From an optimization exercise on the open Yosys and OpenROAD flow, aimed at small area and a short achievable clock period; shortcuts taken in it are not production practice. Only simulation tests tie the RTL to the original design; equivalence was not proved.

**flow/constraint.sdc**
```tcl
create_clock -name core_clock -period 7.5 [get_ports {CLK}]
set_input_delay 1.5000 -clock core_clock [delete_from_list [all_inputs] [get_ports {CLK}]]
set_output_delay 1.5000 -clock core_clock [all_outputs]
set_load 0.01 [all_outputs]
```
**flow/flow/run.sh**
```bash
#!/bin/bash
# Layout flow: the standard ORFS flow, with Yosys's full/half-adder
# extraction turned off (the RTL already spells out its adders as prefix
# networks), larger clock-tree sink clusters without dummy loads, and more
# antenna-repair rounds after detailed routing.
set -euo pipefail
bash standard.sh ADDER_MAP_FILE= MAX_REPAIR_ANTENNAS_ITER_DRT=10 \
  "CTS_ARGS=-sink_clustering_enable -repair_clock_nets -dont_use_dummy_load -sink_clustering_size 24 -sink_clustering_max_diameter 80" \
  finish > standard.log 2>&1
```
**flow/design.v**
```verilog
module pipeline (
  input  CLK,
  input  [31:0]counter_in,
  input  [127:0]target_hash,
  input  reset,
  output reg found,
  output reg [31:0]found_word
);
function [31:0] bswap(input [31:0] x);
  bswap = {x[7:0], x[15:8], x[23:16], x[31:24]};
endfunction
function eqadd(input [31:0] a, input [31:0] b, input [31:0] k);
  reg [31:0] cy;
  begin
    cy = {(a[30:0] & b[30:0]) | ((a[30:0] | b[30:0]) & ~k[30:0]), 1'b0};
    eqadd = ((a ^ b ^ k) == cy);
  end
endfunction
reg  [4:0]  step;
reg  [1:0]  ph;
reg  [31:0] q0, q1, q2, q3, t21, er;
wire busy = (step != 5'd22);
always @(posedge CLK)
  if (reset) begin step <= 5'd0; ph <= 2'd0; end
  else if (busy) begin
    ph <= (ph == 2'd2) ? 2'd0 : ph + 2'd1;
    if (ph == 2'd2) step <= step + 5'd1;
  end
reg  [31:0] ex, kc;
reg  [2:0]  rs;
wire [31:0] s001;
add_bk u_s001 (.a(~q0), .b(q1), .s(s001));
wire [31:0] dif = ~s001;   
always @* begin
  case (step)
    5'd0: begin ex = bswap(target_hash[95:64]); kc = 32'h10325478; rs = 3'd0; end
    5'd1: begin ex = bswap(target_hash[63:32]); kc = 32'h67452303; rs = 3'd0; end
    5'd2: begin ex = bswap(target_hash[31:0]); kc = 32'hefcdab8b; rs = 3'd0; end
    5'd3: begin ex = bswap(target_hash[127:96]); kc = 32'h98badd00; rs = 3'd0; end
    5'd4: begin ex = dif; kc = 32'h14792c70; rs = 3'd4; end
    5'd5: begin ex = dif; kc = 32'hd5282d46; rs = 3'd3; end
    5'd6: begin ex = dif; kc = 32'h42c50dcc; rs = 3'd2; end
    5'd7: begin ex = dif; kc = 32'h08ac817f; rs = 3'd1; end
    5'd8: begin ex = dif; kc = 32'hb1f7ee60; rs = 3'd4; end
    5'd9: begin ex = dif; kc = 32'h5cfebced; rs = 3'd3; end
    5'd10: begin ex = dif; kc = 32'h01d31921; rs = 3'd2; end
    5'd11: begin ex = dif; kc = 32'h905781b2; rs = 3'd1; end
    5'd12: begin ex = dif; kc = 32'h7a7ba1b0; rs = 3'd4; end
    5'd13: begin ex = dif; kc = 32'h00100b84; rs = 3'd3; end
    5'd14: begin ex = dif; kc = 32'h70f3336f; rs = 3'd2; end
    5'd15: begin ex = dif; kc = 32'h9aa4a63e; rs = 3'd1; end
    5'd16: begin ex = dif; kc = 32'h036c5fc8; rs = 3'd4; end
    5'd17: begin ex = dif; kc = 32'h546bdc3a; rs = 3'd3; end
    5'd18: begin ex = dif; kc = 32'hbcd5006a; rs = 3'd2; end
    5'd19: begin ex = dif; kc = 32'h0bd6ddbd; rs = 3'd1; end
    5'd20: begin ex = dif; kc = 32'h3b53a99c; rs = 3'd5; end
    5'd21: begin ex = dif; kc = 32'he05d8309; rs = 3'd6; end
    default: begin ex = dif; kc = 32'h0; rs = 3'd0; end
  endcase
end
reg  [31:0] rot;
always @*
  case (rs)
    3'd0: rot = er;
    3'd1: rot = {er[5:0], er[31:6]};
    3'd2: rot = {er[9:0], er[31:10]};
    3'd3: rot = {er[14:0], er[31:15]};
    3'd4: rot = {er[20:0], er[31:21]};
    3'd5: rot = {er[22:0], er[31:23]};
    3'd6: rot = {er[15:0], er[31:16]};
    default: rot = er;
  endcase
always @(posedge CLK)
  if (busy & (ph == 2'd0)) er <= ex;
  else if (busy & (ph == 2'd1)) er <= rot;
wire usef = (step >= 5'd4) && (step < 5'd20);
wire [31:0] nf = usef ? ~(q2 ^ (q1 | ~q3)) : 32'hffffffff;
wire [31:0] cs_s = er ^ nf ^ kc;
wire [31:0] cs_c = {(er[30:0] & nf[30:0]) | (er[30:0] & kc[30:0]) | (nf[30:0] & kc[30:0]), 1'b0};
wire [31:0] s002;
add_bk u_s002 (.a(cs_s), .b(cs_c), .s(s002));
always @(posedge CLK)
  if (busy & (ph == 2'd2)) begin
    q0 <= q1; q1 <= q2; q2 <= q3; q3 <= s002;
  end
always @(posedge CLK)
  if ((step == 5'd21) & (ph == 2'd0)) t21 <= q0 ^ q1;
reg  [31:0] w_in;
always @(posedge CLK) w_in <= counter_in;
wire [31:0] s003;
add_sk u_s003 (.a(bswap(w_in)), .b(32'hd76aa477), .s(s003));
wire [31:0] x_00 = s003;
wire [31:0] s004;
add_sk u_s004 (.a(32'hefcdab89), .b({x_00[24:0], x_00[31:25]}), .s(s004));
reg  [31:0] b_00;
always @(posedge CLK) b_00 <= s004;
reg  [31:0] w_01;
always @(posedge CLK) w_01 <= w_in;
wire [31:0] f_01 = ((b_00 & 32'hefcdab89) | (~b_00 & 32'h98badcfe));
wire [31:0] s005;
add_sk u_s005 (.a(f_01), .b(32'hf8fa0c4c), .s(s005));
wire [31:0] x_01 = s005;
wire [31:0] s006;
add_sk u_s006 (.a(b_00), .b({x_01[19:0], x_01[31:20]}), .s(s006));
reg  [31:0] b_01;
always @(posedge CLK) b_01 <= s006;
reg  [31:0] c_01;
always @(posedge CLK) c_01 <= b_00;
reg  [31:0] w_02;
always @(posedge CLK) w_02 <= w_01;
wire [31:0] f_02 = ((b_01 & c_01) | (~b_01 & 32'hefcdab89));
wire [31:0] s007;
add_sk u_s007 (.a(f_02), .b(32'hbcdb4dd9), .s(s007));
wire [31:0] x_02 = s007;
wire [31:0] s008;
add_sk u_s008 (.a(b_01), .b({x_02[14:0], x_02[31:15]}), .s(s008));
reg  [31:0] b_02;
always @(posedge CLK) b_02 <= s008;
reg  [31:0] c_02;
always @(posedge CLK) c_02 <= b_01;
reg  [31:0] d_02;
always @(posedge CLK) d_02 <= c_01;
reg  [31:0] w_03;
always @(posedge CLK) w_03 <= w_02;
wire [31:0] f_03 = ((b_02 & c_02) | (~b_02 & d_02));
wire [31:0] s009;
add_sk u_s009 (.a(f_03), .b(32'hb18b7a77), .s(s009));
wire [31:0] x_03 = s009;
wire [31:0] s010;
add_sk u_s010 (.a(b_02), .b({x_03[9:0], x_03[31:10]}), .s(s010));
reg  [31:0] b_03;
always @(posedge CLK) b_03 <= s010;
wire [31:0] s011;
add_bk u_s011 (.a(d_02), .b(32'hf57c0faf), .s(s011));
reg  [31:0] ap_03;
always @(posedge CLK) ap_03 <= s011;
reg  [31:0] c_03;
always @(posedge CLK) c_03 <= b_02;
reg  [31:0] d_03;
always @(posedge CLK) d_03 <= c_02;
reg  [31:0] w_04;
always @(posedge CLK) w_04 <= w_03;
wire [31:0] f_04 = ((b_03 & c_03) | (~b_03 & d_03));
wire [31:0] s012;
add_sk u_s012 (.a(ap_03), .b(f_04), .s(s012));
wire [31:0] x_04 = s012;
wire [31:0] s013;
add_sk u_s013 (.a(b_03), .b({x_04[24:0], x_04[31:25]}), .s(s013));
reg  [31:0] b_04;
always @(posedge CLK) b_04 <= s013;
wire [31:0] s014;
add_bk u_s014 (.a(d_03), .b(32'h4787c62a), .s(s014));
reg  [31:0] ap_04;
always @(posedge CLK) ap_04 <= s014;
reg  [31:0] c_04;
always @(posedge CLK) c_04 <= b_03;
reg  [31:0] d_04;
always @(posedge CLK) d_04 <= c_03;
reg  [31:0] w_05;
always @(posedge CLK) w_05 <= w_04;
wire [31:0] f_05 = ((b_04 & c_04) | (~b_04 & d_04));
wire [31:0] s015;
add_sk u_s015 (.a(ap_04), .b(f_05), .s(s015));
wire [31:0] x_05 = s015;
wire [31:0] s016;
add_sk u_s016 (.a(b_04), .b({x_05[19:0], x_05[31:20]}), .s(s016));
reg  [31:0] b_05;
always @(posedge CLK) b_05 <= s016;
wire [31:0] s017;
add_bk u_s017 (.a(d_04), .b(32'ha8304613), .s(s017));
reg  [31:0] ap_05;
always @(posedge CLK) ap_05 <= s017;
reg  [31:0] c_05;
always @(posedge CLK) c_05 <= b_04;
reg  [31:0] d_05;
always @(posedge CLK) d_05 <= c_04;
reg  [31:0] w_06;
always @(posedge CLK) w_06 <= w_05;
wire [31:0] f_06 = ((b_05 & c_05) | (~b_05 & d_05));
wire [31:0] s018;
add_sk u_s018 (.a(ap_05), .b(f_06), .s(s018));
wire [31:0] x_06 = s018;
wire [31:0] s019;
add_sk u_s019 (.a(b_05), .b({x_06[14:0], x_06[31:15]}), .s(s019));
reg  [31:0] b_06;
always @(posedge CLK) b_06 <= s019;
wire [31:0] s020;
add_bk u_s020 (.a(d_05), .b(32'hfd469501), .s(s020));
reg  [31:0] ap_06;
always @(posedge CLK) ap_06 <= s020;
reg  [31:0] c_06;
always @(posedge CLK) c_06 <= b_05;
reg  [31:0] d_06;
always @(posedge CLK) d_06 <= c_05;
reg  [31:0] w_07;
always @(posedge CLK) w_07 <= w_06;
wire [31:0] f_07 = ((b_06 & c_06) | (~b_06 & d_06));
wire [31:0] s021;
add_sk u_s021 (.a(ap_06), .b(f_07), .s(s021));
wire [31:0] x_07 = s021;
wire [31:0] s022;
add_sk u_s022 (.a(b_06), .b({x_07[9:0], x_07[31:10]}), .s(s022));
reg  [31:0] b_07;
always @(posedge CLK) b_07 <= s022;
wire [31:0] s023;
add_bk u_s023 (.a(d_06), .b(32'h698098d8), .s(s023));
reg  [31:0] ap_07;
always @(posedge CLK) ap_07 <= s023;
reg  [31:0] c_07;
always @(posedge CLK) c_07 <= b_06;
reg  [31:0] d_07;
always @(posedge CLK) d_07 <= c_06;
reg  [31:0] w_08;
always @(posedge CLK) w_08 <= w_07;
wire [31:0] f_08 = ((b_07 & c_07) | (~b_07 & d_07));
wire [31:0] s024;
add_sk u_s024 (.a(ap_07), .b(f_08), .s(s024));
wire [31:0] x_08 = s024;
wire [31:0] s025;
add_sk u_s025 (.a(b_07), .b({x_08[24:0], x_08[31:25]}), .s(s025));
reg  [31:0] b_08;
always @(posedge CLK) b_08 <= s025;
wire [31:0] s026;
add_bk u_s026 (.a(d_07), .b(32'h8b44f7af), .s(s026));
reg  [31:0] ap_08;
always @(posedge CLK) ap_08 <= s026;
reg  [31:0] c_08;
always @(posedge CLK) c_08 <= b_07;
reg  [31:0] d_08;
always @(posedge CLK) d_08 <= c_07;
reg  [31:0] w_09;
always @(posedge CLK) w_09 <= w_08;
wire [31:0] f_09 = ((b_08 & c_08) | (~b_08 & d_08));
wire [31:0] s027;
add_sk u_s027 (.a(ap_08), .b(f_09), .s(s027));
wire [31:0] x_09 = s027;
wire [31:0] s028;
add_sk u_s028 (.a(b_08), .b({x_09[19:0], x_09[31:20]}), .s(s028));
reg  [31:0] b_09;
always @(posedge CLK) b_09 <= s028;
wire [31:0] s029;
add_bk u_s029 (.a(d_08), .b(32'hffff5bb1), .s(s029));
reg  [31:0] ap_09;
always @(posedge CLK) ap_09 <= s029;
reg  [31:0] c_09;
always @(posedge CLK) c_09 <= b_08;
reg  [31:0] d_09;
always @(posedge CLK) d_09 <= c_08;
reg  [31:0] w_10;
always @(posedge CLK) w_10 <= w_09;
wire [31:0] f_10 = ((b_09 & c_09) | (~b_09 & d_09));
wire [31:0] s030;
add_sk u_s030 (.a(ap_09), .b(f_10), .s(s030));
wire [31:0] x_10 = s030;
wire [31:0] s031;
add_sk u_s031 (.a(b_09), .b({x_10[14:0], x_10[31:15]}), .s(s031));
reg  [31:0] b_10;
always @(posedge CLK) b_10 <= s031;
wire [31:0] s032;
add_bk u_s032 (.a(d_09), .b(32'h895cd7be), .s(s032));
reg  [31:0] ap_10;
always @(posedge CLK) ap_10 <= s032;
reg  [31:0] c_10;
always @(posedge CLK) c_10 <= b_09;
reg  [31:0] d_10;
always @(posedge CLK) d_10 <= c_09;
reg  [31:0] w_11;
always @(posedge CLK) w_11 <= w_10;
wire [31:0] f_11 = ((b_10 & c_10) | (~b_10 & d_10));
wire [31:0] s033;
add_sk u_s033 (.a(ap_10), .b(f_11), .s(s033));
wire [31:0] x_11 = s033;
wire [31:0] s034;
add_sk u_s034 (.a(b_10), .b({x_11[9:0], x_11[31:10]}), .s(s034));
reg  [31:0] b_11;
always @(posedge CLK) b_11 <= s034;
wire [31:0] s035;
add_bk u_s035 (.a(d_10), .b(32'h6b901122), .s(s035));
reg  [31:0] ap_11;
always @(posedge CLK) ap_11 <= s035;
reg  [31:0] c_11;
always @(posedge CLK) c_11 <= b_10;
reg  [31:0] d_11;
always @(posedge CLK) d_11 <= c_10;
reg  [31:0] w_12;
always @(posedge CLK) w_12 <= w_11;
wire [31:0] f_12 = ((b_11 & c_11) | (~b_11 & d_11));
wire [31:0] s036;
add_sk u_s036 (.a(ap_11), .b(f_12), .s(s036));
wire [31:0] x_12 = s036;
wire [31:0] s037;
add_sk u_s037 (.a(b_11), .b({x_12[24:0], x_12[31:25]}), .s(s037));
reg  [31:0] b_12;
always @(posedge CLK) b_12 <= s037;
wire [31:0] s038;
add_bk u_s038 (.a(d_11), .b(32'hfd987193), .s(s038));
reg  [31:0] ap_12;
always @(posedge CLK) ap_12 <= s038;
reg  [31:0] c_12;
always @(posedge CLK) c_12 <= b_11;
reg  [31:0] d_12;
always @(posedge CLK) d_12 <= c_11;
reg  [31:0] w_13;
always @(posedge CLK) w_13 <= w_12;
wire [31:0] f_13 = ((b_12 & c_12) | (~b_12 & d_12));
wire [31:0] s039;
add_sk u_s039 (.a(ap_12), .b(f_13), .s(s039));
wire [31:0] x_13 = s039;
wire [31:0] s040;
add_sk u_s040 (.a(b_12), .b({x_13[19:0], x_13[31:20]}), .s(s040));
reg  [31:0] b_13;
always @(posedge CLK) b_13 <= s040;
wire [31:0] s041;
add_bk u_s041 (.a(d_12), .b(32'ha67943ae), .s(s041));
reg  [31:0] ap_13;
always @(posedge CLK) ap_13 <= s041;
reg  [31:0] c_13;
always @(posedge CLK) c_13 <= b_12;
reg  [31:0] d_13;
always @(posedge CLK) d_13 <= c_12;
reg  [31:0] w_14;
always @(posedge CLK) w_14 <= w_13;
wire [31:0] f_14 = ((b_13 & c_13) | (~b_13 & d_13));
wire [31:0] s042;
add_sk u_s042 (.a(ap_13), .b(f_14), .s(s042));
wire [31:0] x_14 = s042;
wire [31:0] s043;
add_sk u_s043 (.a(b_13), .b({x_14[14:0], x_14[31:15]}), .s(s043));
reg  [31:0] b_14;
always @(posedge CLK) b_14 <= s043;
wire [31:0] s044;
add_bk u_s044 (.a(d_13), .b(32'h49b40821), .s(s044));
reg  [31:0] ap_14;
always @(posedge CLK) ap_14 <= s044;
reg  [31:0] c_14;
always @(posedge CLK) c_14 <= b_13;
reg  [31:0] d_14;
always @(posedge CLK) d_14 <= c_13;
reg  [31:0] w_15;
always @(posedge CLK) w_15 <= w_14;
wire [31:0] f_15 = ((b_14 & c_14) | (~b_14 & d_14));
wire [31:0] s045;
add_sk u_s045 (.a(ap_14), .b(f_15), .s(s045));
wire [31:0] x_15 = s045;
wire [31:0] s046;
add_sk u_s046 (.a(b_14), .b({x_15[9:0], x_15[31:10]}), .s(s046));
reg  [31:0] b_15;
always @(posedge CLK) b_15 <= s046;
wire [31:0] s047;
add_bk u_s047 (.a(d_14), .b(32'hf61e25e2), .s(s047));
reg  [31:0] ap_15;
always @(posedge CLK) ap_15 <= s047;
reg  [31:0] c_15;
always @(posedge CLK) c_15 <= b_14;
reg  [31:0] d_15;
always @(posedge CLK) d_15 <= c_14;
reg  [31:0] w_16;
always @(posedge CLK) w_16 <= w_15;
wire [31:0] f_16 = ((d_15 & b_15) | (c_15 & ~d_15));
wire [31:0] s048;
add_sk u_s048 (.a(ap_15), .b(f_16), .s(s048));
wire [31:0] x_16 = s048;
wire [31:0] s049;
add_sk u_s049 (.a(b_15), .b({x_16[26:0], x_16[31:27]}), .s(s049));
reg  [31:0] b_16;
always @(posedge CLK) b_16 <= s049;
wire [31:0] s050;
add_bk u_s050 (.a(d_15), .b(32'hc040b340), .s(s050));
reg  [31:0] ap_16;
always @(posedge CLK) ap_16 <= s050;
reg  [31:0] c_16;
always @(posedge CLK) c_16 <= b_15;
reg  [31:0] d_16;
always @(posedge CLK) d_16 <= c_15;
reg  [31:0] w_17;
always @(posedge CLK) w_17 <= w_16;
wire [31:0] f_17 = ((d_16 & b_16) | (c_16 & ~d_16));
wire [31:0] s051;
add_sk u_s051 (.a(ap_16), .b(f_17), .s(s051));
wire [31:0] x_17 = s051;
wire [31:0] s052;
add_sk u_s052 (.a(b_16), .b({x_17[22:0], x_17[31:23]}), .s(s052));
reg  [31:0] b_17;
always @(posedge CLK) b_17 <= s052;
wire [31:0] s053;
add_bk u_s053 (.a(d_16), .b(32'h265e5a51), .s(s053));
reg  [31:0] ap_17;
always @(posedge CLK) ap_17 <= s053;
reg  [31:0] c_17;
always @(posedge CLK) c_17 <= b_16;
reg  [31:0] d_17;
always @(posedge CLK) d_17 <= c_16;
reg  [31:0] w_18;
always @(posedge CLK) w_18 <= w_17;
wire [31:0] f_18 = ((d_17 & b_17) | (c_17 & ~d_17));
wire [31:0] s054;
add_sk u_s054 (.a(ap_17), .b(f_18), .s(s054));
wire [31:0] x_18 = s054;
wire [31:0] s055;
add_sk u_s055 (.a(b_17), .b({x_18[17:0], x_18[31:18]}), .s(s055));
reg  [31:0] b_18;
always @(posedge CLK) b_18 <= s055;
wire [31:0] s056;
add_bk u_s056 (.a(d_17), .b(32'he9b6c7aa), .s(s056));
wire [31:0] s057;
add_sk u_s057 (.a(s056), .b(bswap(w_18)), .s(s057));
reg  [31:0] ap_18;
always @(posedge CLK) ap_18 <= s057;
reg  [31:0] c_18;
always @(posedge CLK) c_18 <= b_17;
reg  [31:0] d_18;
always @(posedge CLK) d_18 <= c_17;
reg  [31:0] w_19;
always @(posedge CLK) w_19 <= w_18;
wire [31:0] f_19 = ((d_18 & b_18) | (c_18 & ~d_18));
wire [31:0] s058;
add_sk u_s058 (.a(ap_18), .b(f_19), .s(s058));
wire [31:0] x_19 = s058;
wire [31:0] s059;
add_sk u_s059 (.a(b_18), .b({x_19[11:0], x_19[31:12]}), .s(s059));
reg  [31:0] b_19;
always @(posedge CLK) b_19 <= s059;
wire [31:0] s060;
add_bk u_s060 (.a(d_18), .b(32'hd62f105d), .s(s060));
reg  [31:0] ap_19;
always @(posedge CLK) ap_19 <= s060;
reg  [31:0] c_19;
always @(posedge CLK) c_19 <= b_18;
reg  [31:0] d_19;
always @(posedge CLK) d_19 <= c_18;
reg  [31:0] w_20;
always @(posedge CLK) w_20 <= w_19;
wire [31:0] f_20 = ((d_19 & b_19) | (c_19 & ~d_19));
wire [31:0] s061;
add_sk u_s061 (.a(ap_19), .b(f_20), .s(s061));
wire [31:0] x_20 = s061;
wire [31:0] s062;
add_sk u_s062 (.a(b_19), .b({x_20[26:0], x_20[31:27]}), .s(s062));
reg  [31:0] b_20;
always @(posedge CLK) b_20 <= s062;
wire [31:0] s063;
add_bk u_s063 (.a(d_19), .b(32'h02441453), .s(s063));
reg  [31:0] ap_20;
always @(posedge CLK) ap_20 <= s063;
reg  [31:0] c_20;
always @(posedge CLK) c_20 <= b_19;
reg  [31:0] d_20;
always @(posedge CLK) d_20 <= c_19;
reg  [31:0] w_21;
always @(posedge CLK) w_21 <= w_20;
wire [31:0] f_21 = ((d_20 & b_20) | (c_20 & ~d_20));
wire [31:0] s064;
add_sk u_s064 (.a(ap_20), .b(f_21), .s(s064));
wire [31:0] x_21 = s064;
wire [31:0] s065;
add_sk u_s065 (.a(b_20), .b({x_21[22:0], x_21[31:23]}), .s(s065));
reg  [31:0] b_21;
always @(posedge CLK) b_21 <= s065;
wire [31:0] s066;
add_bk u_s066 (.a(d_20), .b(32'hd8a1e681), .s(s066));
reg  [31:0] ap_21;
always @(posedge CLK) ap_21 <= s066;
reg  [31:0] c_21;
always @(posedge CLK) c_21 <= b_20;
reg  [31:0] d_21;
always @(posedge CLK) d_21 <= c_20;
reg  [31:0] w_22;
always @(posedge CLK) w_22 <= w_21;
wire [31:0] f_22 = ((d_21 & b_21) | (c_21 & ~d_21));
wire [31:0] s067;
add_sk u_s067 (.a(ap_21), .b(f_22), .s(s067));
wire [31:0] x_22 = s067;
wire [31:0] s068;
add_sk u_s068 (.a(b_21), .b({x_22[17:0], x_22[31:18]}), .s(s068));
reg  [31:0] b_22;
always @(posedge CLK) b_22 <= s068;
wire [31:0] s069;
add_bk u_s069 (.a(d_21), .b(32'he7d3fbc8), .s(s069));
reg  [31:0] ap_22;
always @(posedge CLK) ap_22 <= s069;
reg  [31:0] c_22;
always @(posedge CLK) c_22 <= b_21;
reg  [31:0] d_22;
always @(posedge CLK) d_22 <= c_21;
reg  [31:0] w_23;
always @(posedge CLK) w_23 <= w_22;
wire [31:0] f_23 = ((d_22 & b_22) | (c_22 & ~d_22));
wire [31:0] s070;
add_sk u_s070 (.a(ap_22), .b(f_23), .s(s070));
wire [31:0] x_23 = s070;
wire [31:0] s071;
add_sk u_s071 (.a(b_22), .b({x_23[11:0], x_23[31:12]}), .s(s071));
reg  [31:0] b_23;
always @(posedge CLK) b_23 <= s071;
wire [31:0] s072;
add_bk u_s072 (.a(d_22), .b(32'h21e1cde6), .s(s072));
reg  [31:0] ap_23;
always @(posedge CLK) ap_23 <= s072;
reg  [31:0] c_23;
always @(posedge CLK) c_23 <= b_22;
reg  [31:0] d_23;
always @(posedge CLK) d_23 <= c_22;
reg  [31:0] w_24;
always @(posedge CLK) w_24 <= w_23;
wire [31:0] f_24 = ((d_23 & b_23) | (c_23 & ~d_23));
wire [31:0] s073;
add_sk u_s073 (.a(ap_23), .b(f_24), .s(s073));
wire [31:0] x_24 = s073;
wire [31:0] s074;
add_sk u_s074 (.a(b_23), .b({x_24[26:0], x_24[31:27]}), .s(s074));
reg  [31:0] b_24;
always @(posedge CLK) b_24 <= s074;
wire [31:0] s075;
add_bk u_s075 (.a(d_23), .b(32'hc33707f6), .s(s075));
reg  [31:0] ap_24;
always @(posedge CLK) ap_24 <= s075;
reg  [31:0] c_24;
always @(posedge CLK) c_24 <= b_23;
reg  [31:0] d_24;
always @(posedge CLK) d_24 <= c_23;
reg  [31:0] w_25;
always @(posedge CLK) w_25 <= w_24;
wire [31:0] f_25 = ((d_24 & b_24) | (c_24 & ~d_24));
wire [31:0] s076;
add_sk u_s076 (.a(ap_24), .b(f_25), .s(s076));
wire [31:0] x_25 = s076;
wire [31:0] s077;
add_sk u_s077 (.a(b_24), .b({x_25[22:0], x_25[31:23]}), .s(s077));
reg  [31:0] b_25;
always @(posedge CLK) b_25 <= s077;
wire [31:0] s078;
add_bk u_s078 (.a(d_24), .b(32'hf4d50d87), .s(s078));
reg  [31:0] ap_25;
always @(posedge CLK) ap_25 <= s078;
reg  [31:0] c_25;
always @(posedge CLK) c_25 <= b_24;
reg  [31:0] d_25;
always @(posedge CLK) d_25 <= c_24;
reg  [31:0] w_26;
always @(posedge CLK) w_26 <= w_25;
wire [31:0] f_26 = ((d_25 & b_25) | (c_25 & ~d_25));
wire [31:0] s079;
add_sk u_s079 (.a(ap_25), .b(f_26), .s(s079));
wire [31:0] x_26 = s079;
wire [31:0] s080;
add_sk u_s080 (.a(b_25), .b({x_26[17:0], x_26[31:18]}), .s(s080));
reg  [31:0] b_26;
always @(posedge CLK) b_26 <= s080;
wire [31:0] s081;
add_bk u_s081 (.a(d_25), .b(32'h455a14ed), .s(s081));
reg  [31:0] ap_26;
always @(posedge CLK) ap_26 <= s081;
reg  [31:0] c_26;
always @(posedge CLK) c_26 <= b_25;
reg  [31:0] d_26;
always @(posedge CLK) d_26 <= c_25;
reg  [31:0] w_27;
always @(posedge CLK) w_27 <= w_26;
wire [31:0] f_27 = ((d_26 & b_26) | (c_26 & ~d_26));
wire [31:0] s082;
add_sk u_s082 (.a(ap_26), .b(f_27), .s(s082));
wire [31:0] x_27 = s082;
wire [31:0] s083;
add_sk u_s083 (.a(b_26), .b({x_27[11:0], x_27[31:12]}), .s(s083));
reg  [31:0] b_27;
always @(posedge CLK) b_27 <= s083;
wire [31:0] s084;
add_bk u_s084 (.a(d_26), .b(32'ha9e3e905), .s(s084));
reg  [31:0] ap_27;
always @(posedge CLK) ap_27 <= s084;
reg  [31:0] c_27;
always @(posedge CLK) c_27 <= b_26;
reg  [31:0] d_27;
always @(posedge CLK) d_27 <= c_26;
reg  [31:0] w_28;
always @(posedge CLK) w_28 <= w_27;
wire [31:0] f_28 = ((d_27 & b_27) | (c_27 & ~d_27));
wire [31:0] s085;
add_sk u_s085 (.a(ap_27), .b(f_28), .s(s085));
wire [31:0] x_28 = s085;
wire [31:0] s086;
add_sk u_s086 (.a(b_27), .b({x_28[26:0], x_28[31:27]}), .s(s086));
reg  [31:0] b_28;
always @(posedge CLK) b_28 <= s086;
wire [31:0] s087;
add_bk u_s087 (.a(d_27), .b(32'hfcefa3f8), .s(s087));
reg  [31:0] ap_28;
always @(posedge CLK) ap_28 <= s087;
reg  [31:0] c_28;
always @(posedge CLK) c_28 <= b_27;
reg  [31:0] d_28;
always @(posedge CLK) d_28 <= c_27;
reg  [31:0] w_29;
always @(posedge CLK) w_29 <= w_28;
wire [31:0] f_29 = ((d_28 & b_28) | (c_28 & ~d_28));
wire [31:0] s088;
add_sk u_s088 (.a(ap_28), .b(f_29), .s(s088));
wire [31:0] x_29 = s088;
wire [31:0] s089;
add_sk u_s089 (.a(b_28), .b({x_29[22:0], x_29[31:23]}), .s(s089));
reg  [31:0] b_29;
always @(posedge CLK) b_29 <= s089;
wire [31:0] s090;
add_bk u_s090 (.a(d_28), .b(32'h676f02d9), .s(s090));
reg  [31:0] ap_29;
always @(posedge CLK) ap_29 <= s090;
reg  [31:0] c_29;
always @(posedge CLK) c_29 <= b_28;
reg  [31:0] d_29;
always @(posedge CLK) d_29 <= c_28;
reg  [31:0] w_30;
always @(posedge CLK) w_30 <= w_29;
wire [31:0] f_30 = ((d_29 & b_29) | (c_29 & ~d_29));
wire [31:0] s091;
add_sk u_s091 (.a(ap_29), .b(f_30), .s(s091));
wire [31:0] x_30 = s091;
wire [31:0] s092;
add_sk u_s092 (.a(b_29), .b({x_30[17:0], x_30[31:18]}), .s(s092));
reg  [31:0] b_30;
always @(posedge CLK) b_30 <= s092;
wire [31:0] s093;
add_bk u_s093 (.a(d_29), .b(32'h8d2a4c8a), .s(s093));
reg  [31:0] ap_30;
always @(posedge CLK) ap_30 <= s093;
reg  [31:0] c_30;
always @(posedge CLK) c_30 <= b_29;
reg  [31:0] d_30;
always @(posedge CLK) d_30 <= c_29;
reg  [31:0] w_31;
always @(posedge CLK) w_31 <= w_30;
wire [31:0] f_31 = ((d_30 & b_30) | (c_30 & ~d_30));
wire [31:0] s094;
add_sk u_s094 (.a(ap_30), .b(f_31), .s(s094));
wire [31:0] x_31 = s094;
wire [31:0] s095;
add_sk u_s095 (.a(b_30), .b({x_31[11:0], x_31[31:12]}), .s(s095));
reg  [31:0] b_31;
always @(posedge CLK) b_31 <= s095;
wire [31:0] s096;
add_bk u_s096 (.a(d_30), .b(32'hfffa3942), .s(s096));
reg  [31:0] ap_31;
always @(posedge CLK) ap_31 <= s096;
reg  [31:0] c_31;
always @(posedge CLK) c_31 <= b_30;
reg  [31:0] d_31;
always @(posedge CLK) d_31 <= c_30;
reg  [31:0] w_32;
always @(posedge CLK) w_32 <= w_31;
wire [31:0] f_32 = (b_31 ^ c_31 ^ d_31);
wire [31:0] s097;
add_sk u_s097 (.a(ap_31), .b(f_32), .s(s097));
wire [31:0] x_32 = s097;
wire [31:0] s098;
add_sk u_s098 (.a(b_31), .b({x_32[27:0], x_32[31:28]}), .s(s098));
reg  [31:0] b_32;
always @(posedge CLK) b_32 <= s098;
wire [31:0] s099;
add_bk u_s099 (.a(d_31), .b(32'h8771f681), .s(s099));
reg  [31:0] ap_32;
always @(posedge CLK) ap_32 <= s099;
reg  [31:0] c_32;
always @(posedge CLK) c_32 <= b_31;
reg  [31:0] d_32;
always @(posedge CLK) d_32 <= c_31;
reg  [31:0] w_33;
always @(posedge CLK) w_33 <= w_32;
wire [31:0] f_33 = (b_32 ^ c_32 ^ d_32);
wire [31:0] s100;
add_sk u_s100 (.a(ap_32), .b(f_33), .s(s100));
wire [31:0] x_33 = s100;
wire [31:0] s101;
add_sk u_s101 (.a(b_32), .b({x_33[20:0], x_33[31:21]}), .s(s101));
reg  [31:0] b_33;
always @(posedge CLK) b_33 <= s101;
wire [31:0] s102;
add_bk u_s102 (.a(d_32), .b(32'h6d9d6122), .s(s102));
reg  [31:0] ap_33;
always @(posedge CLK) ap_33 <= s102;
reg  [31:0] c_33;
always @(posedge CLK) c_33 <= b_32;
reg  [31:0] d_33;
always @(posedge CLK) d_33 <= c_32;
reg  [31:0] w_34;
always @(posedge CLK) w_34 <= w_33;
wire [31:0] f_34 = (b_33 ^ c_33 ^ d_33);
wire [31:0] s103;
add_sk u_s103 (.a(ap_33), .b(f_34), .s(s103));
wire [31:0] x_34 = s103;
wire [31:0] s104;
add_sk u_s104 (.a(b_33), .b({x_34[15:0], x_34[31:16]}), .s(s104));
reg  [31:0] b_34;
always @(posedge CLK) b_34 <= s104;
wire [31:0] s105;
add_bk u_s105 (.a(d_33), .b(32'hfde5382c), .s(s105));
reg  [31:0] ap_34;
always @(posedge CLK) ap_34 <= s105;
reg  [31:0] c_34;
always @(posedge CLK) c_34 <= b_33;
reg  [31:0] d_34;
always @(posedge CLK) d_34 <= c_33;
reg  [31:0] w_35;
always @(posedge CLK) w_35 <= w_34;
wire [31:0] f_35 = (b_34 ^ c_34 ^ d_34);
wire [31:0] s106;
add_sk u_s106 (.a(ap_34), .b(f_35), .s(s106));
wire [31:0] x_35 = s106;
wire [31:0] s107;
add_sk u_s107 (.a(b_34), .b({x_35[8:0], x_35[31:9]}), .s(s107));
reg  [31:0] b_35;
always @(posedge CLK) b_35 <= s107;
wire [31:0] s108;
add_bk u_s108 (.a(d_34), .b(32'ha4beeac4), .s(s108));
reg  [31:0] ap_35;
always @(posedge CLK) ap_35 <= s108;
reg  [31:0] c_35;
always @(posedge CLK) c_35 <= b_34;
reg  [31:0] d_35;
always @(posedge CLK) d_35 <= c_34;
reg  [31:0] w_36;
always @(posedge CLK) w_36 <= w_35;
wire [31:0] f_36 = (b_35 ^ c_35 ^ d_35);
wire [31:0] s109;
add_sk u_s109 (.a(ap_35), .b(f_36), .s(s109));
wire [31:0] x_36 = s109;
wire [31:0] s110;
add_sk u_s110 (.a(b_35), .b({x_36[27:0], x_36[31:28]}), .s(s110));
reg  [31:0] b_36;
always @(posedge CLK) b_36 <= s110;
wire [31:0] s111;
add_bk u_s111 (.a(d_35), .b(32'h4bdecfa9), .s(s111));
reg  [31:0] ap_36;
always @(posedge CLK) ap_36 <= s111;
reg  [31:0] c_36;
always @(posedge CLK) c_36 <= b_35;
reg  [31:0] d_36;
always @(posedge CLK) d_36 <= c_35;
reg  [31:0] w_37;
always @(posedge CLK) w_37 <= w_36;
wire [31:0] f_37 = (b_36 ^ c_36 ^ d_36);
wire [31:0] s112;
add_sk u_s112 (.a(ap_36), .b(f_37), .s(s112));
wire [31:0] x_37 = s112;
wire [31:0] s113;
add_sk u_s113 (.a(b_36), .b({x_37[20:0], x_37[31:21]}), .s(s113));
reg  [31:0] b_37;
always @(posedge CLK) b_37 <= s113;
wire [31:0] s114;
add_bk u_s114 (.a(d_36), .b(32'hf6bb4b60), .s(s114));
reg  [31:0] ap_37;
always @(posedge CLK) ap_37 <= s114;
reg  [31:0] c_37;
always @(posedge CLK) c_37 <= b_36;
reg  [31:0] d_37;
always @(posedge CLK) d_37 <= c_36;
reg  [31:0] w_38;
always @(posedge CLK) w_38 <= w_37;
wire [31:0] f_38 = (b_37 ^ c_37 ^ d_37);
wire [31:0] s115;
add_sk u_s115 (.a(ap_37), .b(f_38), .s(s115));
wire [31:0] x_38 = s115;
wire [31:0] s116;
add_sk u_s116 (.a(b_37), .b({x_38[15:0], x_38[31:16]}), .s(s116));
reg  [31:0] b_38;
always @(posedge CLK) b_38 <= s116;
wire [31:0] s117;
add_bk u_s117 (.a(d_37), .b(32'hbebfbc70), .s(s117));
reg  [31:0] ap_38;
always @(posedge CLK) ap_38 <= s117;
reg  [31:0] c_38;
always @(posedge CLK) c_38 <= b_37;
reg  [31:0] d_38;
always @(posedge CLK) d_38 <= c_37;
reg  [31:0] w_39;
always @(posedge CLK) w_39 <= w_38;
wire [31:0] f_39 = (b_38 ^ c_38 ^ d_38);
wire [31:0] s118;
add_sk u_s118 (.a(ap_38), .b(f_39), .s(s118));
wire [31:0] x_39 = s118;
wire [31:0] s119;
add_sk u_s119 (.a(b_38), .b({x_39[8:0], x_39[31:9]}), .s(s119));
reg  [31:0] b_39;
always @(posedge CLK) b_39 <= s119;
wire [31:0] s120;
add_bk u_s120 (.a(d_38), .b(32'h289b7ec6), .s(s120));
reg  [31:0] ap_39;
always @(posedge CLK) ap_39 <= s120;
reg  [31:0] c_39;
always @(posedge CLK) c_39 <= b_38;
reg  [31:0] d_39;
always @(posedge CLK) d_39 <= c_38;
reg  [31:0] w_40;
always @(posedge CLK) w_40 <= w_39;
wire [31:0] f_40 = (b_39 ^ c_39 ^ d_39);
wire [31:0] s121;
add_sk u_s121 (.a(ap_39), .b(f_40), .s(s121));
wire [31:0] x_40 = s121;
wire [31:0] s122;
add_sk u_s122 (.a(b_39), .b({x_40[27:0], x_40[31:28]}), .s(s122));
reg  [31:0] b_40;
always @(posedge CLK) b_40 <= s122;
wire [31:0] s123;
add_bk u_s123 (.a(d_39), .b(32'heaa127fa), .s(s123));
wire [31:0] s124;
add_sk u_s124 (.a(s123), .b(bswap(w_40)), .s(s124));
reg  [31:0] ap_40;
always @(posedge CLK) ap_40 <= s124;
reg  [31:0] c_40;
always @(posedge CLK) c_40 <= b_39;
reg  [31:0] d_40;
always @(posedge CLK) d_40 <= c_39;
reg  [31:0] w_41;
always @(posedge CLK) w_41 <= w_40;
wire [31:0] f_41 = (b_40 ^ c_40 ^ d_40);
wire [31:0] s125;
add_sk u_s125 (.a(ap_40), .b(f_41), .s(s125));
wire [31:0] x_41 = s125;
wire [31:0] s126;
add_sk u_s126 (.a(b_40), .b({x_41[20:0], x_41[31:21]}), .s(s126));
reg  [31:0] b_41;
always @(posedge CLK) b_41 <= s126;
wire [31:0] s127;
add_bk u_s127 (.a(d_40), .b(32'hd4ef3085), .s(s127));
reg  [31:0] ap_41;
always @(posedge CLK) ap_41 <= s127;
reg  [31:0] c_41;
always @(posedge CLK) c_41 <= b_40;
reg  [31:0] d_41;
always @(posedge CLK) d_41 <= c_40;
reg  [31:0] w_42;
always @(posedge CLK) w_42 <= w_41;
wire [31:0] f_42 = (b_41 ^ c_41 ^ d_41);
wire [31:0] s128;
add_sk u_s128 (.a(ap_41), .b(f_42), .s(s128));
wire [31:0] x_42 = s128;
wire [31:0] s129;
add_sk u_s129 (.a(b_41), .b({x_42[15:0], x_42[31:16]}), .s(s129));
reg  [31:0] b_42;
always @(posedge CLK) b_42 <= s129;
wire [31:0] s130;
add_bk u_s130 (.a(d_41), .b(32'h04881d05), .s(s130));
reg  [31:0] ap_42;
always @(posedge CLK) ap_42 <= s130;
reg  [31:0] c_42;
always @(posedge CLK) c_42 <= b_41;
reg  [31:0] d_42;
always @(posedge CLK) d_42 <= c_41;
reg  [31:0] w_43;
always @(posedge CLK) w_43 <= w_42;
wire [31:0] f_43 = (b_42 ^ c_42 ^ d_42);
wire [31:0] s131;
add_sk u_s131 (.a(ap_42), .b(f_43), .s(s131));
wire [31:0] x_43 = s131;
wire [31:0] s132;
add_sk u_s132 (.a(b_42), .b({x_43[8:0], x_43[31:9]}), .s(s132));
reg  [31:0] b_43;
always @(posedge CLK) b_43 <= s132;
wire [31:0] s133;
add_bk u_s133 (.a(d_42), .b(32'hd9d4d039), .s(s133));
reg  [31:0] ap_43;
always @(posedge CLK) ap_43 <= s133;
reg  [31:0] c_43;
always @(posedge CLK) c_43 <= b_42;
reg  [31:0] d_43;
always @(posedge CLK) d_43 <= c_42;
reg  [31:0] w_44;
always @(posedge CLK) w_44 <= w_43;
wire [31:0] f_44 = (b_43 ^ c_43 ^ d_43);
wire [31:0] s134;
add_sk u_s134 (.a(ap_43), .b(f_44), .s(s134));
wire [31:0] x_44 = s134;
wire [31:0] s135;
add_sk u_s135 (.a(b_43), .b({x_44[27:0], x_44[31:28]}), .s(s135));
reg  [31:0] b_44;
always @(posedge CLK) b_44 <= s135;
wire [31:0] s136;
add_bk u_s136 (.a(d_43), .b(32'he6db99e5), .s(s136));
reg  [31:0] ap_44;
always @(posedge CLK) ap_44 <= s136;
reg  [31:0] c_44;
always @(posedge CLK) c_44 <= b_43;
reg  [31:0] d_44;
always @(posedge CLK) d_44 <= c_43;
reg  [31:0] w_45;
always @(posedge CLK) w_45 <= w_44;
wire [31:0] f_45 = b_44 ^ c_44 ^ d_44;
wire [31:0] s137;
add_sk u_s137 (.a(ap_44), .b(f_45), .s(s137));
always @(posedge CLK) found <= eqadd(b_44, {s137[20:0], s137[31:21]}, q0) & eqadd(d_44, q0 ^ b_44 ^ c_44, q3) & eqadd(c_44, t21 ^ b_44, q2) & eqadd(b_44, bswap(w_45), q1);
always @(posedge CLK) found_word <= w_45;
endmodule
module add_bk (input [31:0] a, input [31:0] b, output [31:0] s);
  wire [31:0] g0 = a & b;
  wire [31:0] p0 = a ^ b;
  wire g_0 = g0[1] | (p0[1] & g0[0]);
  wire g_1 = g0[3] | (p0[3] & g0[2]);
  wire p_1 = p0[3] & p0[2];
  wire g_2 = g0[5] | (p0[5] & g0[4]);
  wire p_2 = p0[5] & p0[4];
  wire g_3 = g0[7] | (p0[7] & g0[6]);
  wire p_3 = p0[7] & p0[6];
  wire g_4 = g0[9] | (p0[9] & g0[8]);
  wire p_4 = p0[9] & p0[8];
  wire g_5 = g0[11] | (p0[11] & g0[10]);
  wire p_5 = p0[11] & p0[10];
  wire g_6 = g0[13] | (p0[13] & g0[12]);
  wire p_6 = p0[13] & p0[12];
  wire g_7 = g0[15] | (p0[15] & g0[14]);
  wire p_7 = p0[15] & p0[14];
  wire g_8 = g0[17] | (p0[17] & g0[16]);
  wire p_8 = p0[17] & p0[16];
  wire g_9 = g0[19] | (p0[19] & g0[18]);
  wire p_9 = p0[19] & p0[18];
  wire g_10 = g0[21] | (p0[21] & g0[20]);
  wire p_10 = p0[21] & p0[20];
  wire g_11 = g0[23] | (p0[23] & g0[22]);
  wire p_11 = p0[23] & p0[22];
  wire g_12 = g0[25] | (p0[25] & g0[24]);
  wire p_12 = p0[25] & p0[24];
  wire g_13 = g0[27] | (p0[27] & g0[26]);
  wire p_13 = p0[27] & p0[26];
  wire g_14 = g0[29] | (p0[29] & g0[28]);
  wire p_14 = p0[29] & p0[28];
  wire g_15 = g0[31] | (p0[31] & g0[30]);
  wire p_15 = p0[31] & p0[30];
  wire g_16 = g_1 | (p_1 & g_0);
  wire g_17 = g_3 | (p_3 & g_2);
  wire p_17 = p_3 & p_2;
  wire g_18 = g_5 | (p_5 & g_4);
  wire p_18 = p_5 & p_4;
  wire g_19 = g_7 | (p_7 & g_6);
  wire p_19 = p_7 & p_6;
  wire g_20 = g_9 | (p_9 & g_8);
  wire p_20 = p_9 & p_8;
  wire g_21 = g_11 | (p_11 & g_10);
  wire p_21 = p_11 & p_10;
  wire g_22 = g_13 | (p_13 & g_12);
  wire p_22 = p_13 & p_12;
  wire g_23 = g_15 | (p_15 & g_14);
  wire p_23 = p_15 & p_14;
  wire g_24 = g_17 | (p_17 & g_16);
  wire g_25 = g_19 | (p_19 & g_18);
  wire p_25 = p_19 & p_18;
  wire g_26 = g_21 | (p_21 & g_20);
  wire p_26 = p_21 & p_20;
  wire g_27 = g_23 | (p_23 & g_22);
  wire p_27 = p_23 & p_22;
  wire g_28 = g_25 | (p_25 & g_24);
  wire g_29 = g_27 | (p_27 & g_26);
  wire p_29 = p_27 & p_26;
  wire g_30 = g_29 | (p_29 & g_28);
  wire g_31 = g_26 | (p_26 & g_28);
  wire g_32 = g_18 | (p_18 & g_24);
  wire g_33 = g_20 | (p_20 & g_28);
  wire g_34 = g_22 | (p_22 & g_31);
  wire g_35 = g_2 | (p_2 & g_16);
  wire g_36 = g_4 | (p_4 & g_24);
  wire g_37 = g_6 | (p_6 & g_32);
  wire g_38 = g_8 | (p_8 & g_28);
  wire g_39 = g_10 | (p_10 & g_33);
  wire g_40 = g_12 | (p_12 & g_31);
  wire g_41 = g_14 | (p_14 & g_34);
  wire g_42 = g0[2] | (p0[2] & g_0);
  wire g_43 = g0[4] | (p0[4] & g_16);
  wire g_44 = g0[6] | (p0[6] & g_35);
  wire g_45 = g0[8] | (p0[8] & g_24);
  wire g_46 = g0[10] | (p0[10] & g_36);
  wire g_47 = g0[12] | (p0[12] & g_32);
  wire g_48 = g0[14] | (p0[14] & g_37);
  wire g_49 = g0[16] | (p0[16] & g_28);
  wire g_50 = g0[18] | (p0[18] & g_38);
  wire g_51 = g0[20] | (p0[20] & g_33);
  wire g_52 = g0[22] | (p0[22] & g_39);
  wire g_53 = g0[24] | (p0[24] & g_31);
  wire g_54 = g0[26] | (p0[26] & g_40);
  wire g_55 = g0[28] | (p0[28] & g_34);
  wire g_56 = g0[30] | (p0[30] & g_41);
  wire [31:0] c;
  assign c[0] = 1'b0;
  assign c[1] = g0[0];
  assign c[2] = g_0;
  assign c[3] = g_42;
  assign c[4] = g_16;
  assign c[5] = g_43;
  assign c[6] = g_35;
  assign c[7] = g_44;
  assign c[8] = g_24;
  assign c[9] = g_45;
  assign c[10] = g_36;
  assign c[11] = g_46;
  assign c[12] = g_32;
  assign c[13] = g_47;
  assign c[14] = g_37;
  assign c[15] = g_48;
  assign c[16] = g_28;
  assign c[17] = g_49;
  assign c[18] = g_38;
  assign c[19] = g_50;
  assign c[20] = g_33;
  assign c[21] = g_51;
  assign c[22] = g_39;
  assign c[23] = g_52;
  assign c[24] = g_31;
  assign c[25] = g_53;
  assign c[26] = g_40;
  assign c[27] = g_54;
  assign c[28] = g_34;
  assign c[29] = g_55;
  assign c[30] = g_41;
  assign c[31] = g_56;
  assign s = p0 ^ c;
endmodule
module add_sk (input [31:0] a, input [31:0] b, output [31:0] s);
  wire [31:0] g0 = a & b;
  wire [31:0] p0 = a ^ b;
  wire g_0 = g0[1] | (p0[1] & g0[0]);
  wire g_1 = g0[3] | (p0[3] & g0[2]);
  wire p_1 = p0[3] & p0[2];
  wire g_2 = g0[5] | (p0[5] & g0[4]);
  wire p_2 = p0[5] & p0[4];
  wire g_3 = g0[7] | (p0[7] & g0[6]);
  wire p_3 = p0[7] & p0[6];
  wire g_4 = g0[9] | (p0[9] & g0[8]);
  wire p_4 = p0[9] & p0[8];
  wire g_5 = g0[11] | (p0[11] & g0[10]);
  wire p_5 = p0[11] & p0[10];
  wire g_6 = g0[13] | (p0[13] & g0[12]);
  wire p_6 = p0[13] & p0[12];
  wire g_7 = g0[15] | (p0[15] & g0[14]);
  wire p_7 = p0[15] & p0[14];
  wire g_8 = g0[17] | (p0[17] & g0[16]);
  wire p_8 = p0[17] & p0[16];
  wire g_9 = g0[19] | (p0[19] & g0[18]);
  wire p_9 = p0[19] & p0[18];
  wire g_10 = g0[21] | (p0[21] & g0[20]);
  wire p_10 = p0[21] & p0[20];
  wire g_11 = g0[23] | (p0[23] & g0[22]);
  wire p_11 = p0[23] & p0[22];
  wire g_12 = g0[25] | (p0[25] & g0[24]);
  wire p_12 = p0[25] & p0[24];
  wire g_13 = g0[27] | (p0[27] & g0[26]);
  wire p_13 = p0[27] & p0[26];
  wire g_14 = g0[29] | (p0[29] & g0[28]);
  wire p_14 = p0[29] & p0[28];
  wire g_15 = g0[31] | (p0[31] & g0[30]);
  wire p_15 = p0[31] & p0[30];
  wire g_16 = g0[2] | (p0[2] & g_0);
  wire g_17 = g_1 | (p_1 & g_0);
  wire g_18 = g0[6] | (p0[6] & g_2);
  wire p_18 = p0[6] & p_2;
  wire g_19 = g_3 | (p_3 & g_2);
  wire p_19 = p_3 & p_2;
  wire g_20 = g0[10] | (p0[10] & g_4);
  wire p_20 = p0[10] & p_4;
  wire g_21 = g_5 | (p_5 & g_4);
  wire p_21 = p_5 & p_4;
  wire g_22 = g0[14] | (p0[14] & g_6);
  wire p_22 = p0[14] & p_6;
  wire g_23 = g_7 | (p_7 & g_6);
  wire p_23 = p_7 & p_6;
  wire g_24 = g0[18] | (p0[18] & g_8);
  wire p_24 = p0[18] & p_8;
  wire g_25 = g_9 | (p_9 & g_8);
  wire p_25 = p_9 & p_8;
  wire g_26 = g0[22] | (p0[22] & g_10);
  wire p_26 = p0[22] & p_10;
  wire g_27 = g_11 | (p_11 & g_10);
  wire p_27 = p_11 & p_10;
  wire g_28 = g0[26] | (p0[26] & g_12);
  wire p_28 = p0[26] & p_12;
  wire g_29 = g_13 | (p_13 & g_12);
  wire p_29 = p_13 & p_12;
  wire g_30 = g0[30] | (p0[30] & g_14);
  wire p_30 = p0[30] & p_14;
  wire g_31 = g_15 | (p_15 & g_14);
  wire p_31 = p_15 & p_14;
  wire g_32 = g0[4] | (p0[4] & g_17);
  wire g_33 = g_2 | (p_2 & g_17);
  wire g_34 = g_18 | (p_18 & g_17);
  wire g_35 = g_19 | (p_19 & g_17);
  wire g_36 = g0[12] | (p0[12] & g_21);
  wire p_36 = p0[12] & p_21;
  wire g_37 = g_6 | (p_6 & g_21);
  wire p_37 = p_6 & p_21;
  wire g_38 = g_22 | (p_22 & g_21);
  wire p_38 = p_22 & p_21;
  wire g_39 = g_23 | (p_23 & g_21);
  wire p_39 = p_23 & p_21;
  wire g_40 = g0[20] | (p0[20] & g_25);
  wire p_40 = p0[20] & p_25;
  wire g_41 = g_10 | (p_10 & g_25);
  wire p_41 = p_10 & p_25;
  wire g_42 = g_26 | (p_26 & g_25);
  wire p_42 = p_26 & p_25;
  wire g_43 = g_27 | (p_27 & g_25);
  wire p_43 = p_27 & p_25;
  wire g_44 = g0[28] | (p0[28] & g_29);
  wire p_44 = p0[28] & p_29;
  wire g_45 = g_14 | (p_14 & g_29);
  wire p_45 = p_14 & p_29;
  wire g_46 = g_30 | (p_30 & g_29);
  wire p_46 = p_30 & p_29;
  wire g_47 = g_31 | (p_31 & g_29);
  wire p_47 = p_31 & p_29;
  wire g_48 = g0[8] | (p0[8] & g_35);
  wire g_49 = g_4 | (p_4 & g_35);
  wire g_50 = g_20 | (p_20 & g_35);
  wire g_51 = g_21 | (p_21 & g_35);
  wire g_52 = g_36 | (p_36 & g_35);
  wire g_53 = g_37 | (p_37 & g_35);
  wire g_54 = g_38 | (p_38 & g_35);
  wire g_55 = g_39 | (p_39 & g_35);
  wire g_56 = g0[24] | (p0[24] & g_43);
  wire p_56 = p0[24] & p_43;
  wire g_57 = g_12 | (p_12 & g_43);
  wire p_57 = p_12 & p_43;
  wire g_58 = g_28 | (p_28 & g_43);
  wire p_58 = p_28 & p_43;
  wire g_59 = g_29 | (p_29 & g_43);
  wire p_59 = p_29 & p_43;
  wire g_60 = g_44 | (p_44 & g_43);
  wire p_60 = p_44 & p_43;
  wire g_61 = g_45 | (p_45 & g_43);
  wire p_61 = p_45 & p_43;
  wire g_62 = g_46 | (p_46 & g_43);
  wire p_62 = p_46 & p_43;
  wire g_63 = g_47 | (p_47 & g_43);
  wire p_63 = p_47 & p_43;
  wire g_64 = g0[16] | (p0[16] & g_55);
  wire g_65 = g_8 | (p_8 & g_55);
  wire g_66 = g_24 | (p_24 & g_55);
  wire g_67 = g_25 | (p_25 & g_55);
  wire g_68 = g_40 | (p_40 & g_55);
  wire g_69 = g_41 | (p_41 & g_55);
  wire g_70 = g_42 | (p_42 & g_55);
  wire g_71 = g_43 | (p_43 & g_55);
  wire g_72 = g_56 | (p_56 & g_55);
  wire g_73 = g_57 | (p_57 & g_55);
  wire g_74 = g_58 | (p_58 & g_55);
  wire g_75 = g_59 | (p_59 & g_55);
  wire g_76 = g_60 | (p_60 & g_55);
  wire g_77 = g_61 | (p_61 & g_55);
  wire g_78 = g_62 | (p_62 & g_55);
  wire g_79 = g_63 | (p_63 & g_55);
  wire [31:0] c;
  assign c[0] = 1'b0;
  assign c[1] = g0[0];
  assign c[2] = g_0;
  assign c[3] = g_16;
  assign c[4] = g_17;
  assign c[5] = g_32;
  assign c[6] = g_33;
  assign c[7] = g_34;
  assign c[8] = g_35;
  assign c[9] = g_48;
  assign c[10] = g_49;
  assign c[11] = g_50;
  assign c[12] = g_51;
  assign c[13] = g_52;
  assign c[14] = g_53;
  assign c[15] = g_54;
  assign c[16] = g_55;
  assign c[17] = g_64;
  assign c[18] = g_65;
  assign c[19] = g_66;
  assign c[20] = g_67;
  assign c[21] = g_68;
  assign c[22] = g_69;
  assign c[23] = g_70;
  assign c[24] = g_71;
  assign c[25] = g_72;
  assign c[26] = g_73;
  assign c[27] = g_74;
  assign c[28] = g_75;
  assign c[29] = g_76;
  assign c[30] = g_77;
  assign c[31] = g_78;
  assign s = p0 ^ c;
endmodule
```
**flow/config.mk**
```make
export PLATFORM = sky130hd
export DESIGN_NAME = pipeline
export DESIGN_NICKNAME = pipeline
export VERILOG_FILES = /design/flow/design.v
export SDC_FILE = /design/flow/constraint.sdc
export NUM_CORES = 8
export LEC_CHECK = 0
export ABC_AREA = 1
export CAP_MARGIN = 20
export CORE_MARGIN = 2
export CORE_UTILIZATION = 55
export PLACE_DENSITY = 0.68
export SETUP_SLACK_MARGIN = 3.6
export SLEW_MARGIN = 20
```
**flow/standard.sh**
```bash
#!/bin/bash
# synth_recipe.tcl (not shown) runs the flow's synth.tcl, then flattens the netlist and writes it again
# the make line also repeats each setting of config.mk as NAME=value (left out here)
make -C /OpenROAD-flow-scripts/flow DESIGN_CONFIG=/design/flow/config.mk WORK_HOME=/design/flow/orfs CLKGATE_MAP_FILE= SYNTH_SCRIPT=/design/flow/synth_recipe.tcl "${@:-finish}"
```
==> results.sh, run 1 <==
export IMPL_setup_tns_ns=0
export IMPL_rsz0062_at_grt="true"
export IMPL_cts_buffers=431
export IMPL_grt_pass1_wl_um=1860000
export IMPL_clock_fmax_mhz=258
export IMPL_cap_violations=0
export IMPL_first_iter_violations=30832
export IMPL_worst_slew_pin_slew_ns=1.29
export IMPL_die_area_mm2=0.648
export IMPL_cts_root_buf="clkbuf_16"
export IMPL_dp_hpwl_um=1090000
export IMPL_finalCritPeriodShare=0.516
export IMPL_synthCells=52541
export IMPL_ys_seq_area_frac=0.418
export IMPL_async_flop_share=0
export IMPL_fillCellCount=59638
export IMPL_first_pass_iters=15
export IMPL_grt_start_max_net_pins=64
export IMPL_avgSynthCellArea_um2=6.72
export IMPL_htreeDepth=5
export IMPL_path_max_fanout=7
export IMPL_floorplan_io_pins=195
export IMPL_overflow=0
export IMPL_port_buffers=194
export IMPL_hold_viol=0
export IMPL_worst_ep_required_time_ns=8.48
export IMPL_ant_nets=0
export IMPL_initial_core_util=0.551
export IMPL_arrival_ns=4.85
export IMPL_gp_congestion=1.08
export IMPL_max_slew_margin_rel=0.142
export IMPL_grt_pass1_vias=304298
export IMPL_finClkSkew_ns=0.144
export IMPL_drt_wirelength_per_cell_um=21.1
export IMPL_syn_area_mm2=0.353
export IMPL_synth_edf_count=192
export IMPL_path_clk_slew_ns=0.09
export IMPL_yosysUniqueCellTypes=87
export IMPL_final_cell_mix="nand2_1 (19340), inv_1 (7451), dfxtp_1 (6615)"
export IMPL_slew_violations=0
export IMPL_synth_main_ff_cell="dfxtp_1"
export IMPL_cts_sinks=7272
export IMPL_stdcell_count=61977
export IMPL_area_delta_synth_final_pct=8.34
export IMPL_via_per_inst=5.35
export IMPL_layout_commonest_cell="nand2_1"
export IMPL_finalWirelength_um=1310000
export IMPL_finalSetupViolCount=0
export IMPL_grt_total_usage=0.384
export IMPL_synth_warnings=1
export IMPL_endpoint_kind="flop"
export IMPL_via_count=331841
export IMPL_status="timing/DRC/antenna clean"
export IMPL_clk_path_buf_depth=4
export IMPL_timing_setup_critical_path_class="flop to flop"
export IMPL_min_period_ns=3.87
export IMPL_core_area_mm2=0.640
export IMPL_die_x_um=805
export IMPL_startpoint_type="flop"
export IMPL_antenna_found_initial=124
export IMPL_hold_class="flop to flop"
export IMPL_nets=53360
export IMPL_synth_seq_cells=7272
export IMPL_worstSkewPairLatency_ns=1.16
export IMPL_cts_tree="yes"
export IMPL_drc=0
export IMPL_num_rows=294
export IMPL_drive_gt1_frac=0.0668
export IMPL_synthesis_nets=52703
export IMPL_dp_cells=61188
export IMPL_die_h_um=805
-- per-stage QoR --
step | setup WS (ns) | area [µm²] | util | hold slack [ns]
3_3_place_gp | 2.87 | 365000 | 0.570 | 0.310
5_1_grt | 3.47 | 382000 | 0.597 | 0.263
6_report | 3.63 | 383000 | 0.597 | 0.259
4_1_cts | 3.27 | 376000 | 0.587 | 0.247
3_5_place_dp | 2.87 | 365000 | 0.570 | 0.312
2_1_floorplan | 3.83 | 353000 | - | 0.310
-- area by class of cell --
type / count / area (µm²) / share of cell area
Sequential cell: 7272 / 148000 / 0.387
Timing Repair inverter: 1 / 5.00 / 0.0000131
Antenna cell: 197 / 493 / 0.00129
Clock buffer: 431 / 10800 / 0.0282
Timing Repair Buffer: 372 / 3460 / 0.00905
Multi-Input combinational cell: 37519 / 180000 / 0.471
Tap cell: 8584 / 10700 / 0.0281
Inverter: 7601 / 28600 / 0.0747
-- what timing repair did --
action,in CTS,in global routing
setup endpoints to repair,437,1102
pin swaps,2,129
setup buffers,3,134
gates resized for setup,154,1467
gates cloned,1,19
hold buffers,0,0
-- final timing paths --
kind         cells past startpoint  startpoint  slack (ns)  endpoint
max                             18    b_44[25]        3.63     found
max reg2reg                     18    b_44[25]        3.63     found
min                              0     w_14[2]        0.26   w_15[2]
min reg2reg                      0     w_14[2]        0.26   w_15[2]
-- logic make-up after synthesis --
group / synth area share
buffers and inverters: 0.0844
XOR/XNOR: 0.0647
AO/OA/AOI/OAI: 0.0698
adder cells (fa/ha/maj): 0.000117
multiplexers: 0.00114
AND/OR/NAND/NOR: 0.362
flip-flops: 0.418
-- synthesized netlist by cell type (88+ instances only) --
library cell	number	area, µm²
a21oi_1	1447	7240
nor2_2	135	845
nand3_1	4035	20200
o21ai_1	257	1290
nand2_2	457	2860
o21ai_0	1363	6820
nand4_1	158	988
or2_2	763	4770
nor2_1	4204	15800
a21o_1	251	1880
nor3_1	310	1550
xnor2_1	764	6690
nand2_1	19517	73300
a21boi_0	333	2500
edfxtp_1	192	5770
o211ai_1	88	661
or2_1	215	1350
xor2_1	1810	15900
dfxtp_1	7080	142000
inv_1	7473	28100
a31oi_1	90	563
nand3b_1	464	3480
inv_2	121	454
-- per-layer routing --
metal  vias to the layer above  part of all wire  GRT usage  routed length, µm
met2                     13949              0.46      0.651             602000
met1                    150128              0.35      0.413             465000
met5                         -           0.00018          0                232
met3                      4694             0.070     0.0542              91200
li1                     163034                 -          -                  -
met4                        36              0.12      0.358             151000
-- critical path: stages (launching register included) --
cell,delay (ns)
dfxtp_4,0.43
or2_2,0.34
nand2_2,0.11
xor2_4,0.22
xor2_2,0.25
nand4_1,0.31
nor2_2,0.29
nand2_1,0.09
nor2_2,0.16
nand2_2,0.11
nor2_4,0.14
nand3_4,0.10
nor2_2,0.11
nand3_1,0.09
nor2_1,0.13
nand4_1,0.32
nor2_2,0.28
nand4_1,0.11
nor2_1,0.15
==> inputs of run 2 (changes only) <==
--- a/flow/flow/run.sh
+++ b/flow/flow/run.sh
@@ -4,6 +4,6 @@
 # networks), larger clock-tree sink clusters without dummy loads, and more
 # antenna-repair rounds after detailed routing.
 set -euo pipefail
-bash standard.sh ADDER_MAP_FILE= MAX_REPAIR_ANTENNAS_ITER_DRT=10 \
+bash standard.sh ADDER_MAP_FILE= MAX_REPAIR_ANTENNAS_ITER_DRT=10 ENABLE_RESISTANCE_AWARE=1 \
   "CTS_ARGS=-sink_clustering_enable -repair_clock_nets -dont_use_dummy_load -sink_clustering_size 24 -sink_clustering_max_diameter 80" \
   finish > standard.log 2>&1
==> run 2 against run 1 <==
Effect of this change:
- still clean on timing, DRC and antenna
- critical path depth down 9
- clock-buffer cell count unchanged
- flip-flop and latch count is the same
- via count barely moved
- worst hold slack got worse by 0.0049 ns
- first-iteration DRC count increased by 1.1%
- cell area about the same
- routed wire length about the same
- area after synthesis stayed put
- clock skew shrank 0.015 ns
- critical path type unchanged
- critical endpoint is now er[15]
==> results.sh, run 2 <==
export IMPL_overflow=0
export IMPL_ant_nets=0
export IMPL_timing_setup_critical_path_class="flop to flop"
export IMPL_grt_use_met2=0.652
export IMPL_grt_total_usage=0.383
export IMPL_num_rows=294
export IMPL_yosys_top_cells_count="nand2_1 (19517), inv_1 (7473), dfxtp_1 (7080), nor2_1 (4204), nand3_1 (4035)"
export IMPL_synthesis_nets=52703
export IMPL_core_area_mm2=0.640
export IMPL_finalSetupViolCount=0
export IMPL_yosysUniqueCellTypes=87
export IMPL_finalWirelength_um=1310000
export IMPL_nets=53355
export IMPL_top_usage_layer="met2"
export IMPL_htreeDepth=5
export IMPL_yosysTopAreaCell="dfxtp_1"
export IMPL_hold_depth=0
export IMPL_cts_tree="yes"
export IMPL_synth_main_ff_cell="dfxtp_1"
export IMPL_drc=0
export IMPL_grt_start_max_net_pins=64
export IMPL_setup_tns_ns=0
export IMPL_synthCells=52541
export IMPL_dp_cells=61188
export IMPL_port_buffers=194
export IMPL_ctsHoldBuffers=0
export IMPL_syn_area_mm2=0.353
export IMPL_slew_violations=0
export IMPL_max_slew_margin_rel=0.139
export IMPL_status="timing/DRC/antenna clean"
export IMPL_clk_path_buf_depth=4
export IMPL_final_cell_mix="nand2_1 (19342), inv_1 (7454), dfxtp_1 (6619)"
export IMPL_stdcell_count=61971
export IMPL_grt_pass1_vias=304353
export IMPL_path_max_fanout=18
export IMPL_via_per_inst=5.36
export IMPL_ff2ff_setup_slack_ns=3.59
export IMPL_via_count=332014
export IMPL_cts_root_buf="clkbuf_16"
export IMPL_worst_ep_required_time_ns=8.27
export IMPL_synth_edf_count=192
export IMPL_rsz0062_at_grt="true"
export IMPL_endpoint_kind="flop"
export IMPL_gp_congestion=1.08
export IMPL_die_h_um=805
export IMPL_worst_slew_pin_slew_ns=1.29
export IMPL_use_met1=0.412
export IMPL_grtUsageMet3=0.0544
export IMPL_finClkSkew_ns=0.130
export IMPL_ff2ff_path_depth=9
export IMPL_synth_warnings=1
export IMPL_hold_path_end="w_44[1]"
export IMPL_area_delta_synth_final_pct=8.30
export IMPL_pre_cts_ws_ns=2.87
export IMPL_synth_top_area_share=0.401
export IMPL_synth_seq_cells=7272
export IMPL_first_iter_violations=31180
export IMPL_dp_hpwl_um=1090000
export IMPL_cts_buffers=431
export IMPL_first_pass_iters=12
export IMPL_cts_sinks=7272
export IMPL_async_flop_share=0
export IMPL_drive_gt1_frac=0.0665
export IMPL_ys_seq_area_frac=0.418
export IMPL_grt_pass1_wl_um=1860000
export IMPL_die_x_um=805
export IMPL_min_from="w_43[1]"
export IMPL_drt_wirelength_per_cell_um=21.1
==> run 2: routing by layer <==
| layer | part of all wire | up-vias | routed length, µm |
|---|---|---|---|
| li1 | - | 163041 | - |
| met3 | 0.070 | 4506 | 91400 |
| met1 | 0.35 | 150221 | 464000 |
| met5 | 0.00016 | - | 210 |
| met4 | 0.11 | 32 | 145000 |
| met2 | 0.46 | 14214 | 608000 |
==> run 2: how the worst max path moves through the flow <==
stage	startpoint	to	slack, ns	depth (start not counted)
after detailed placement	b_44[25]	found	2.87	18
after CTS	b_44[24]	found	3.27	18
after global placement	b_44[25]	found	2.87	18
after global routing	b_15[2]	b_16[31]	3.48	27
final	step[0]	er[15]	3.59	9
after floorplan	step[3]	er[0]	3.83	10
==> run 2: layout make-up <==
type,count,area (µm²),share of cell area
Tap cell,8584,10700,0.0281
Sequential cell,7272,148000,0.387
Timing Repair Buffer,366,3370,0.00881
Timing Repair inverter,1,5.00,0.0000131
Antenna cell,196,490,0.00128
Inverter,7601,28600,0.0747
Multi-Input combinational cell,37520,180000,0.471
Clock buffer,431,10800,0.0282
==> run 2: repair_timing <==
action | in CTS | in global routing
resized for setup | 154 | 1444
setup endpoints to repair | 437 | 1103
pin swaps | 2 | 120
gates cloned | 1 | 20
setup buffers | 3 | 128
==> run 2: per-stage QoR <==
| stage | instance area [µm²] |
|---|---|
| 2_1_floorplan | 353000 |
| 4_1_cts | 376000 |
| 5_1_grt | 382000 |
| 6_report | 382000 |
| 3_3_place_gp | 365000 |
| 3_5_place_dp | 365000 |
==> run 2: logic make-up after synthesis <==
| logic type | synth area share |
|---|---|
| compound gates | 0.0698 |
| flops | 0.418 |
| fa+ha+maj | 0.000117 |
| mux | 0.00114 |
| xor+xnor | 0.0647 |
| buf+inv | 0.0844 |
| simple gates | 0.362 |
==> run 2: worst max-delay path, stage by stage, from the launching register on <==
cell and delay, ns:
dfxtp_2 0.41, inv_1 0.10, nand2_1 0.14, nor2_4 0.08
nand2_2 0.16, inv_1 0.39, buf_4 0.38, a221oi_1 0.95
a21boi_0 0.85, o22ai_1 0.13

==> re-timing with driven ports <==
The flow's constraints put no driver on any port. The routed layouts listed below were extracted and timed again, unchanged, in two steps. Step 1 assumes that a clkbuf_16 drives the clock port and a buf_2 every other input. Step 2, shift: input delay + t, output delay - t, t = (earliest + latest rising clock arrival at the registers) / 2. This alone moves slack from input paths to output paths. Three values: ideal, step 1, step 2; two values: the first two.
run | shift t [ns] | setup slack, ns | worst setup path at the end | cell pins on the clock port's net
run 1 | 1.233 | 3.631 / 3.514 / 3.292 | input to register | 1
run 2 | 1.240 | 3.586 / 3.528 / 3.184 | input to register | 1
After both steps every run listed still meets setup and hold. For run 2, which loses most, drivers alone change the setup slack by -0.058 ns; drivers and shift together by -0.402 ns.
